Context: an optimization exercise on an open-source flow, tuned for low power. The choices shown serve that exercise and are no tape-out recipe. RTL that was checked went through simulation tests only; none was proved equivalent to the original. No driver is modelled on the clock port, so clock power and skew are understated where the tree is cut down; a real chip needs a root buffer or a tree. Power is estimated from default activity; no workload was simulated.

==> flow/design.v <==
module spi_ram_controller #(parameter DATA_WIDTH_BYTES=4, parameter ADDR_BITS=16) (
    input clk,
    input rstn,
    input  spi_miso,
    output spi_select,
    output spi_mosi,
    input [ADDR_BITS-1:0]           addr_in,
    input [DATA_WIDTH_BYTES*8-1:0]  data_in,
    input                           start_read,
    input                           start_write,
    output [DATA_WIDTH_BYTES*8-1:0] data_out,
    output                          busy
);
    reg [5:0] cnt;
    reg writing, miso_buf;
    reg [15:0] addr;
    reg [31:0] data;
    wire busy_w = |cnt[5:3];
    wire go = !busy_w & (start_read | start_write);
    wire addr_ph = cnt[5:4] == 2'b01;
    wire data_ph = cnt[5];
    always @(posedge clk)
        if (!rstn) cnt <= 6'd0;
        else if (go) cnt <= 6'd8;
        else if (busy_w) cnt <= cnt + 6'd1;
    always @(posedge clk) begin
        if (!rstn) begin addr <= 0; writing <= 0; end
        else if (go) begin addr <= addr_in; writing <= start_write; end
        else if (addr_ph) addr <= {addr[14:0], 1'b0};
    end
    always @(negedge clk) miso_buf <= spi_miso;
    wire d_ld = rstn & !busy_w & start_write;
    wire d_sh = rstn & data_ph;
    wire d_hd = rstn & !(!busy_w & start_write) & !data_ph;
    always @(posedge clk)
        data <= ({32{d_ld}} & data_in) | ({32{d_sh}} & {data[30:0], miso_buf}) | ({32{d_hd}} & data);
    assign busy = busy_w;
    assign spi_select = !busy_w;
    assign data_out = data;
    assign spi_mosi = cnt == 6'd14 || (cnt == 6'd15 && !writing) || (addr_ph & addr[15]) || (data_ph & data[31]);
endmodule
Settings: LEC_CHECK=0, ABC_AREA=1, CAP_MARGIN=20, CORE_MARGIN=2, CORE_UTILIZATION=40, SLEW_MARGIN=20; clock period 5.0 ns.
standard.sh (not shown) runs the stock make flow with config.mk's settings and CLKGATE_MAP_FILE= SYNTH_SCRIPT=/design/flow/synth_recipe.tcl, a recipe that flattens the netlist after the stock synthesis.
==> flow/flow/run.sh <==
#!/bin/bash
# Standard ORFS layout with power-oriented options:
#  - own clock tree: the clock port drives a few buffers, one per cluster of clock sinks
#  - port buffers of the smallest buffer cell
set -euo pipefail
HERE=$(cd "$(dirname "$0")" && pwd)
export PRE_CTS_TCL=$HERE/pre_cts.tcl
export MY_CLK_CLUSTERS=4
export MY_CLK_SLEW_NS=0.115
export BUFFER_PORTS_ARGS="-buffer_cell sky130_fd_sc_hd__buf_1"
bash standard.sh > standard.log 2>&1
Other scripts of this flow, unchanged in this note and not shown: flow/flow/clock_tree.tcl, flow/flow/pre_cts.tcl
The baseline went through all stages and came out clean.
Change:
--- a/flow/design.v
+++ b/flow/design.v
@@ -24,8 +24,12 @@
         else if (go) cnt <= 6'd8;
         else if (busy_w) cnt <= cnt + 6'd1;
+        else cnt <= 6'd0;
+    wire a_ld = rstn & go;
+    wire a_sh = rstn & addr_ph;
+    wire a_hd = rstn & !go & !addr_ph;
     always @(posedge clk) begin
-        if (!rstn) begin addr <= 0; writing <= 0; end
-        else if (go) begin addr <= addr_in; writing <= start_write; end
-        else if (addr_ph) addr <= {addr[14:0], 1'b0};
+        if (!rstn) writing <= 0;
+        else if (!busy_w) writing <= start_write;
+        addr <= ({16{a_ld}} & addr_in) | ({16{a_sh}} & {addr[14:0], 1'b0}) | ({16{a_hd}} & addr);
     end
     always @(negedge clk) miso_buf <= spi_miso;
=> The changed run ran to the end with no violations; sequential share of layout area came out higher by 1.9 points; first-iteration DRC count came out higher by a few percent; clock skew rose by 0.013 ns; sequential cell count does not change; design area falls by a few percent; worst hold slack barely changes.
For the second run of this note, only the layout was checked, not whether the RTL still works. No run of this note takes its clock network from TritonCTS; it comes from the design's own scripts or RTL.

spi_ram_controller, a different RTL version from the one above (not shown whole).
Size: roughly 350 cells after synthesis, about 2400 um^2 of cells after synthesis.
==> module spi_ram_controller, before the edit <==
module spi_ram_controller #(parameter DATA_WIDTH_BYTES=4, parameter ADDR_BITS=16) (
    input clk,
    input rstn,
    input  spi_miso,
    output spi_select,
    output spi_mosi,
    input [ADDR_BITS-1:0]           addr_in,
    input [DATA_WIDTH_BYTES*8-1:0]  data_in,
    input                           start_read,
    input                           start_write,
    output [DATA_WIDTH_BYTES*8-1:0] data_out,
    output                          busy
);
    reg [5:0] cnt;
    reg writing, miso_buf;
    reg [15:0] addr;
    reg [31:0] data;
    wire busy_w = |cnt[5:3];
    wire go = !busy_w & (start_read | start_write);
    wire addr_ph = cnt[5:4] == 2'b01;
    wire data_ph = cnt[5];
    always @(posedge clk)
        if (!rstn) cnt <= 6'd0;
        else if (go) cnt <= 6'd8;
        else if (busy_w) cnt <= cnt + 6'd1;
        else cnt <= 6'd0;
    wire a_ld = rstn & go;
    wire a_sh = rstn & addr_ph;
    wire a_hd = rstn & (cnt[5:3] == 3'b001);
    always @(posedge clk) begin
        if (!rstn) writing <= 0;
        else if (!busy_w) writing <= start_write;
        addr <= ({16{a_ld}} & addr_in) | ({16{a_sh}} & {addr[14:0], 1'b0}) | ({16{a_hd}} & addr);
    end
    always @(negedge clk) miso_buf <= spi_miso;
    wire d_ld = rstn & !busy_w & start_write;
    wire d_sh = rstn & data_ph;
    wire d_hd = rstn & !(!busy_w & start_write) & !data_ph;
    always @(posedge clk)
        data <= ({32{d_ld}} & data_in) | ({32{d_sh}} & {data[30:0], miso_buf}) | ({32{d_hd}} & data);
    assign busy = busy_w;
    assign spi_select = !busy_w;
    assign data_out = data;
    assign spi_mosi = cnt == 6'd14 || (cnt == 6'd15 && !writing) || (addr_ph & addr[15]) || (data_ph & data[31]);
endmodule
export LEC_CHECK = 0
export ABC_AREA = 1
export CAP_MARGIN = 20
export CORE_MARGIN = 2
export CORE_UTILIZATION = 40
export SLEW_MARGIN = 20
create_clock -name core_clock -period 5.0 [get_ports {clk}]
Scripts as last shown in full above: flow/flow/run.sh
Other scripts of this flow, unchanged in this note and not shown: flow/flow/clock_tree.tcl, flow/flow/pre_cts.tcl
Then changed:
==> flow/design.v (replaced) <==
module spi_ram_controller #(parameter DATA_WIDTH_BYTES=4, parameter ADDR_BITS=16) (
    input clk,
    input rstn,
    input  spi_miso,
    output spi_select,
    output spi_mosi,
    input [ADDR_BITS-1:0]           addr_in,
    input [DATA_WIDTH_BYTES*8-1:0]  data_in,
    input                           start_read,
    input                           start_write,
    output [DATA_WIDTH_BYTES*8-1:0] data_out,
    output                          busy
);
    reg [5:0] cnt;
    reg busy_r;
    reg writing, miso_buf;
    reg [15:0] addr;
    reg [31:0] data;
    wire go = !busy_r & (start_read | start_write);
    always @(posedge clk)
        if (!rstn) begin cnt <= 0; busy_r <= 0; end
        else begin
            if (go) begin cnt <= 0; busy_r <= 1; end
            else if (busy_r) begin
                cnt <= cnt + 1;
                if (cnt == 6'd55) busy_r <= 0;
            end
        end
    wire addr_ph = busy_r & (cnt[5:4] == 2'b01 || cnt[5:3] == 3'b001);
    wire data_ph = busy_r & (cnt[5] | (cnt[4] & cnt[3]));
    always @(posedge clk) begin
        if (!rstn) begin addr <= 0; writing <= 0; end
        else if (go) begin addr <= addr_in; writing <= start_write; end
        else if (addr_ph) addr <= {addr[14:0], 1'b0};
    end
    always @(negedge clk) miso_buf <= spi_miso;
    always @(posedge clk)
        if (!rstn) data <= 0; 
        else if (!busy_r & start_write) data <= data_in;
        else if (data_ph) data <= {data[30:0], miso_buf};
    assign busy = busy_r;
    assign spi_select = !busy_r;
    assign data_out = data;
    assign spi_mosi = (busy_r && (cnt == 6'd6 || (cnt == 6'd7 && !writing))) || (addr_ph & addr[15]) || (data_ph & data[31]);
endmodule
Outcome: Setup slack got worse by 0.0071 ns. Sequential share of layout area drops by 4.1 points. Cell area increases by 14%. Global-route usage grows by 2.3 points. Critical path depth is unchanged. Combinational power grows by 38%. Flip-flop and latch count increases by 1. Sequential power stays flat. Die area came out higher by 15%. Routed wire length grows by 30%. Core utilization fell by 0.79 points. Total power came out higher by 5.3%. Cell count goes up by 20%.
In every run of this note, the design's own scripts or RTL, not TritonCTS, make the clock network.
